What follows belongs to an exercise in optimizing a design on an open flow for small area; a production flow would make more cautious choices.
Where RTL was checked, it was by simulation tests only, not by an equivalence proof against the original.
No driver is modelled on the clock port, so clocking that relies on it looks cheaper here than on a real chip.
Power is estimated from default activity; no workload was simulated.

==> flow/design.v <==
module pongproject(clk, reset,
	ready_button,
	right, left,
	ovga_clk, ovga_r, ovga_g, ovga_b,
	ovga_hs, ovga_vs, ovga_sync_n, ovga_blank_n);
	input clk, reset;
	input ready_button;
	input right, left;
	output ovga_clk;
	output [7:0] ovga_r, ovga_g, ovga_b;
	output ovga_hs, ovga_vs;
	output ovga_sync_n;
	output ovga_blank_n;
	function [10:0] add11;       
		input [10:0] a, b;
		input ci;
		reg c;
		integer i;
		begin
			c = ci;
			for (i = 0; i < 11; i = i + 1) begin
				add11[i] = a[i] ^ b[i] ^ c;
				c = (a[i] & b[i]) | (a[i] & c) | (b[i] & c);
			end
		end
	endfunction
	function [9:0] ud9x;         
		input [9:0] x;
		input en;
		reg t;
		integer i;
		begin
			t = en;
			for (i = 0; i < 10; i = i + 1) begin
				ud9x[i] = x[i] ^ t;
				t = t & x[i];
			end
		end
	endfunction
	function [8:0] ud9;          
		input [8:0] x;
		input en, dn;
		reg t;
		integer i;
		begin
			t = en;
			for (i = 0; i < 9; i = i + 1) begin
				ud9[i] = x[i] ^ t;
				t = t & (x[i] ^ dn);
			end
		end
	endfunction
	function ge11;               
		input [10:0] a, b;
		reg c;
		integer i;
		begin
			c = 1'b1;
			for (i = 0; i < 11; i = i + 1)
				c = (a[i] & ~b[i]) | (a[i] & c) | (~b[i] & c);
			ge11 = c;
		end
	endfunction
	reg clk25;
	reg [9:0] pxs, pys;
	wire [9:0] px = pxs ^ 10'd799;
	wire [9:0] py = pys ^ 10'd524;
	wire ce = ~clk25;
	wire hend = px[9] & px[8] & (&px[4:0]);       
	wire vend = py[9] & py[3] & py[2];            
	always @(posedge clk or posedge reset)
		if (reset) clk25 <= 1'b0;
		else clk25 <= ~clk25;
	always @(posedge clk or posedge reset)
		if (reset) begin
			pxs <= 10'd0;
			pys <= 10'd0;
		end else begin
			pxs <= ((ce & hend) ? 10'd0 : ud9x(px, ce)) ^ 10'd799;
			pys <= ((ce & hend & vend) ? 10'd0 : ud9x(py, ce & hend)) ^ 10'd524;
		end
	wire hs = ~(ge11({1'b0, px}, 11'd659) & ~ge11({1'b0, px}, 11'd756));
	wire vs = ~((py == 10'd493) | (py == 10'd494));
	reg [2:0] pm5s;             
	wire [2:0] pm5 = pm5s ^ 3'd4;
	always @(posedge clk or posedge reset)
		if (reset) pm5s <= 3'd0;
		else if (ce & hend) pm5s <= ((pm5 == 3'd4) ? 3'd0 : pm5 + 3'd1) ^ 3'd4;
	wire tick = ce & (
		((pm5 == 3'd0) & (px == 10'd499)) |
		((pm5 == 3'd1) & ((px == 10'd199) | (px == 10'd699))) |
		((pm5 == 3'd2) & (px == 10'd399)) |
		((pm5 == 3'd3) & ((px == 10'd99) | (px == 10'd599))) |
		((pm5 == 3'd4) & ((px == 10'd299) | (px == 10'd799))));
	reg p, q1, q0;
	reg lsig, rsig;
	wire init = q0;             
	wire run  = p & ~q0;        
	wire dead;
	always @(posedge clk or posedge reset)
		if (reset) begin
			p <= 1'b0; q1 <= 1'b0; q0 <= 1'b0;
		end else begin
			p  <= q0 | (p & ~q1);
			q0 <= ~p & (q0 | (~q1 & ready_button));
			q1 <= p & (q1 | dead);
		end
	always @(posedge clk) begin
		lsig <= p & ~q1 & left;
		rsig <= p & ~q1 & ~left & right;
	end
	reg [8:0] bx, by;           
	reg vxd, vyd;
	reg [8:0] plh;              
	reg [9:0] ta;               
	wire [9:0] plx = {plh, 1'b0};
	wire ta_off = ~ge11({1'b0, ta}, 11'd30);
	wire move = tick & run;
	wire pick_pl = tick & vyd;
	wire [9:0] ysel = pick_pl ? plx : ta;
	wire [10:0] db = add11({2'b10, bx}, ~{1'b0, ysel}, 1'b1);
	wire hit_plx = ge11(db, 11'd1015) & ~ge11(db, 11'd1084);               
	wire hit_aix = ~ta_off & ge11(db, 11'd985) & ~ge11(db, 11'd1054);      
	wire far_l = ta_off | ~ge11(db, 11'd984);                              
	wire far_r = ge11(db, 11'd1055);                                       
	wire hit_pl = hit_plx & ge11({2'b0, by}, 11'd439) & ~ge11({2'b0, by}, 11'd460);
	wire hit_ai = hit_aix & ge11({2'b0, by}, 11'd22) & ~ge11({2'b0, by}, 11'd42);
	wire bot = ge11({2'b0, by}, 11'd469);
	wire top = ~ge11({2'b0, by}, 11'd2);
	assign dead = move & (vyd ? bot : top);
	wire ystop = vyd ? (bot | hit_pl) : (top | hit_ai);
	wire xstop = vxd ? ge11({2'b0, bx}, 11'd479) : ~ge11({2'b0, bx}, 11'd2);
	always @(posedge clk)
		if (init) begin
			bx <= 9'd315; by <= 9'd430; vxd <= 1'b1; vyd <= 1'b1;
		end else begin
			vyd <= vyd ^ (move & ystop);
			by <= ud9(by, move & ~ystop, ~vyd);
			vxd <= vxd ^ (move & xstop);
			bx <= ud9(bx, move & ~xstop, ~vxd);
		end
	wire pl_l = tick & lsig & (plh != 9'd0);
	wire pl_r = tick & rsig & (plh != 9'd290);
	wire [10:0] pl_step = pl_l ? 11'h7fb : pl_r ? 11'd5 : 11'd0;
	always @(posedge clk)
		if (init) plh <= 9'd145;
		else plh <= add11({2'b0, plh}, pl_step, 1'b0);
	always @(posedge clk)
		if (init) ta <= 10'd320;
		else if (run & ~tick) begin
			if (far_l) ta <= {1'b0, bx};
			else if (far_r) ta <= add11({2'b0, bx}, 11'd60, 1'b0);
			else if (~ge11({1'b0, ta}, 11'd51)) ta <= 10'd30;
		end
	wire pl_row = ge11({1'b0, py}, 11'd450) & ~ge11({1'b0, py}, 11'd460);
	wire ai_row = ge11({1'b0, py}, 11'd30) & ~ge11({1'b0, py}, 11'd41);
	wire [9:0] xrow = py[8] ? plx : ta;
	wire [10:0] dpx = add11({1'b1, px}, ~{1'b0, xrow}, 1'b1);
	wire in_pl = pl_row & ge11(dpx, 11'd1024) & ~ge11(dpx, 11'd1084) & ~(ce & (px == 10'd639));
	wire in_ai = ai_row & ~ta_off & ge11(dpx, 11'd994) & ~ge11(dpx, 11'd1055);
	wire [10:0] pbx = add11({2'b0, px[8:0]}, ~{2'b0, bx}, 1'b1);
	wire [10:0] pby = add11({2'b0, py[8:0]}, ~{2'b0, by}, 1'b1);
	wire in_bx = ~px[9] & ~py[9] & ~pbx[10] & (pbx[8:4] == 5'd0) & (pbx[3:0] < 4'd10) & ~pby[10] & (pby[8:4] == 5'd0) & (pby[3:0] < 4'd10);
	wire edge_row = (pby[3:0] == 4'd0) | (pby[3:0] == 4'd9);
	wire near_row = (pby[3:0] == 4'd1) | (pby[3:0] == 4'd2) | (pby[3:0] == 4'd7) | (pby[3:0] == 4'd8);
	wire shape = edge_row ? (pbx[3:0] >= 4'd3 && pbx[3:0] < 4'd7) :
	             near_row ? (pbx[3:0] >= 4'd1 && pbx[3:0] < 4'd9) : 1'b1;
	wire in_ball = in_bx & shape;
	reg [1:0] c;
	always @(posedge clk or posedge reset)
		if (reset) c <= 2'b00;
		else if (~p) c <= 2'b00;
		else if (in_pl) c <= 2'b01;
		else if (in_ai) c <= 2'b10;
		else if (in_ball) c <= 2'b11;
		else c <= 2'b00;
	wire b_on = c[1] | c[0];
	assign ovga_r = {{4{c[1]}}, {4{c[1] & c[0]}}};
	assign ovga_g = {{4{c[0]}}, {4{c[0] & ~c[1]}}};
	assign ovga_b = {8{b_on}};
	assign ovga_clk = ce;
	assign ovga_hs = hs;
	assign ovga_vs = vs;
	assign ovga_sync_n = 1'b0;
	assign ovga_blank_n = hs & vs;
endmodule
Settings: LEC_CHECK=0, CAP_MARGIN=20, CORE_MARGIN=2, CORE_UTILIZATION=70, SLEW_MARGIN=20; clock period 10.0 ns.
standard.sh (not shown) runs the stock make flow with config.mk's settings and CLKGATE_MAP_FILE= SYNTH_SCRIPT=/design/flow/synth_recipe.tcl, a recipe that flattens the netlist after the stock synthesis.
==> flow/flow/run.sh <==
#!/bin/bash
# Layout flow: the standard synthesis, then the combinational logic of
# that netlist is re-mapped for area with ABC (the flip-flops are kept as
# the standard synthesis made them: same instances, names and cells), then
# the standard layout from floorplan to finish, with small port buffers.
set -euo pipefail
WORK=$(pwd)
R=$WORK/orfs/results/$FLOW_PLATFORM/pongproject/base
LIB=$FLOW_HOME/platforms/$FLOW_PLATFORM/lib/sky130_fd_sc_hd__tt_025C_1v80.lib
YOSYS=${YOSYS_EXE:-$(command -v yosys || echo $FLOW_HOME/../tools/install/yosys/bin/yosys)}

bash standard.sh synth > $WORK/flow_synth.log 2>&1
cp $R/1_2_yosys.v $WORK/std_synth.v

sed -e "s#@LIB@#$LIB#g" -e "s#@IN@#$WORK/std_synth.v#g" -e "s#@OUT@#$WORK/reopt.v#g" \
    -e "s#@ABC@#$WORK/flow/area.abc#g" -e "s#@TOP@#$FLOW_TOP#g" \
    flow/reopt.ys > $WORK/reopt.ys
$YOSYS -s $WORK/reopt.ys > $WORK/flow_reopt.log 2>&1

cp $WORK/reopt.v $R/1_2_yosys.v
rm -f $R/1_synth.odb $R/1_synth.sdc
# Port buffers of the smallest size (every port still gets its own buffer),
# no dummy clock loads from CTS, small clock buffers with a larger one at
# the root of the tree.
export BUFFER_PORTS_ARGS="-buffer_cell sky130_fd_sc_hd__buf_1"
export CTS_ARGS="-sink_clustering_enable -repair_clock_nets -dont_use_dummy_load -buf_list sky130_fd_sc_hd__clkbuf_4 -sink_clustering_size 9 -sink_clustering_max_diameter 40"
export POST_CTS_TCL=$WORK/flow/post_cts.tcl
bash standard.sh finish > $WORK/flow_finish.log 2>&1
Other scripts of this flow, unchanged in this note and not shown: flow/flow/area.abc, flow/flow/post_cts.tcl, flow/flow/reopt.ys
The first run completed with no timing, DRC or antenna violations.
Rerun with:
--- a/flow/design.v
+++ b/flow/design.v
@@ -99,17 +99,16 @@
 	wire dead;
 	always @(posedge clk or posedge reset)
 		if (reset) begin
 			p <= 1'b0; q1 <= 1'b0; q0 <= 1'b0;
+			lsig <= 1'b0; rsig <= 1'b0;
 		end else begin
 			p  <= q0 | (p & ~q1);
 			q0 <= ~p & (q0 | (~q1 & ready_button));
 			q1 <= p & (q1 | dead);
+			lsig <= p & ~q1 & left;
+			rsig <= p & ~q1 & ~left & right;
 		end
-	always @(posedge clk) begin
-		lsig <= p & ~q1 & left;
-		rsig <= p & ~q1 & ~left & right;
-	end
 	reg [8:0] bx, by;           
 	reg vxd, vyd;
 	reg [8:0] plh;              
 	reg [9:0] ta;               
=> The changed run passed the timing, design-rule and antenna checks. Critical path depth shrinks by 1. Global-route usage grows by 1.9 points. Clock skew shrinks by 0.0093 ns. Fmax shrinks by 17%. Total power shrinks by 4.3%.
Function not checked in the second run of this note: the RTL went through the layout flow alone.

-- static timing again, ports no longer ideal --
The flow's constraints put no driver on any port. The routed layouts listed below were extracted and timed again, unchanged, in two steps.
Step 1 sets driving cells, clkbuf_16 on the clock port and buf_2 on the other inputs (assumed; they add their load-dependent delay and slew).
Step 2 also shifts input and output timing later by t, the mid clock arrival at the registers, as if the neighbouring blocks saw the same clock.
Three values: ideal ports, drivers, drivers and shift; two values: the first two.
| run | t (ns) | slack for setup (ns) | worst setup path at the end | cell pins on the clock port's net |
|---|---|---|---|---|
| the first run | 0.385 | 3.544 / 3.544 / 3.544 | register to register | 1 |
| the second run | 0.383 | 2.209 / 2.209 / 2.209 | register to register | 1 |
After both steps every run listed still meets setup and hold.
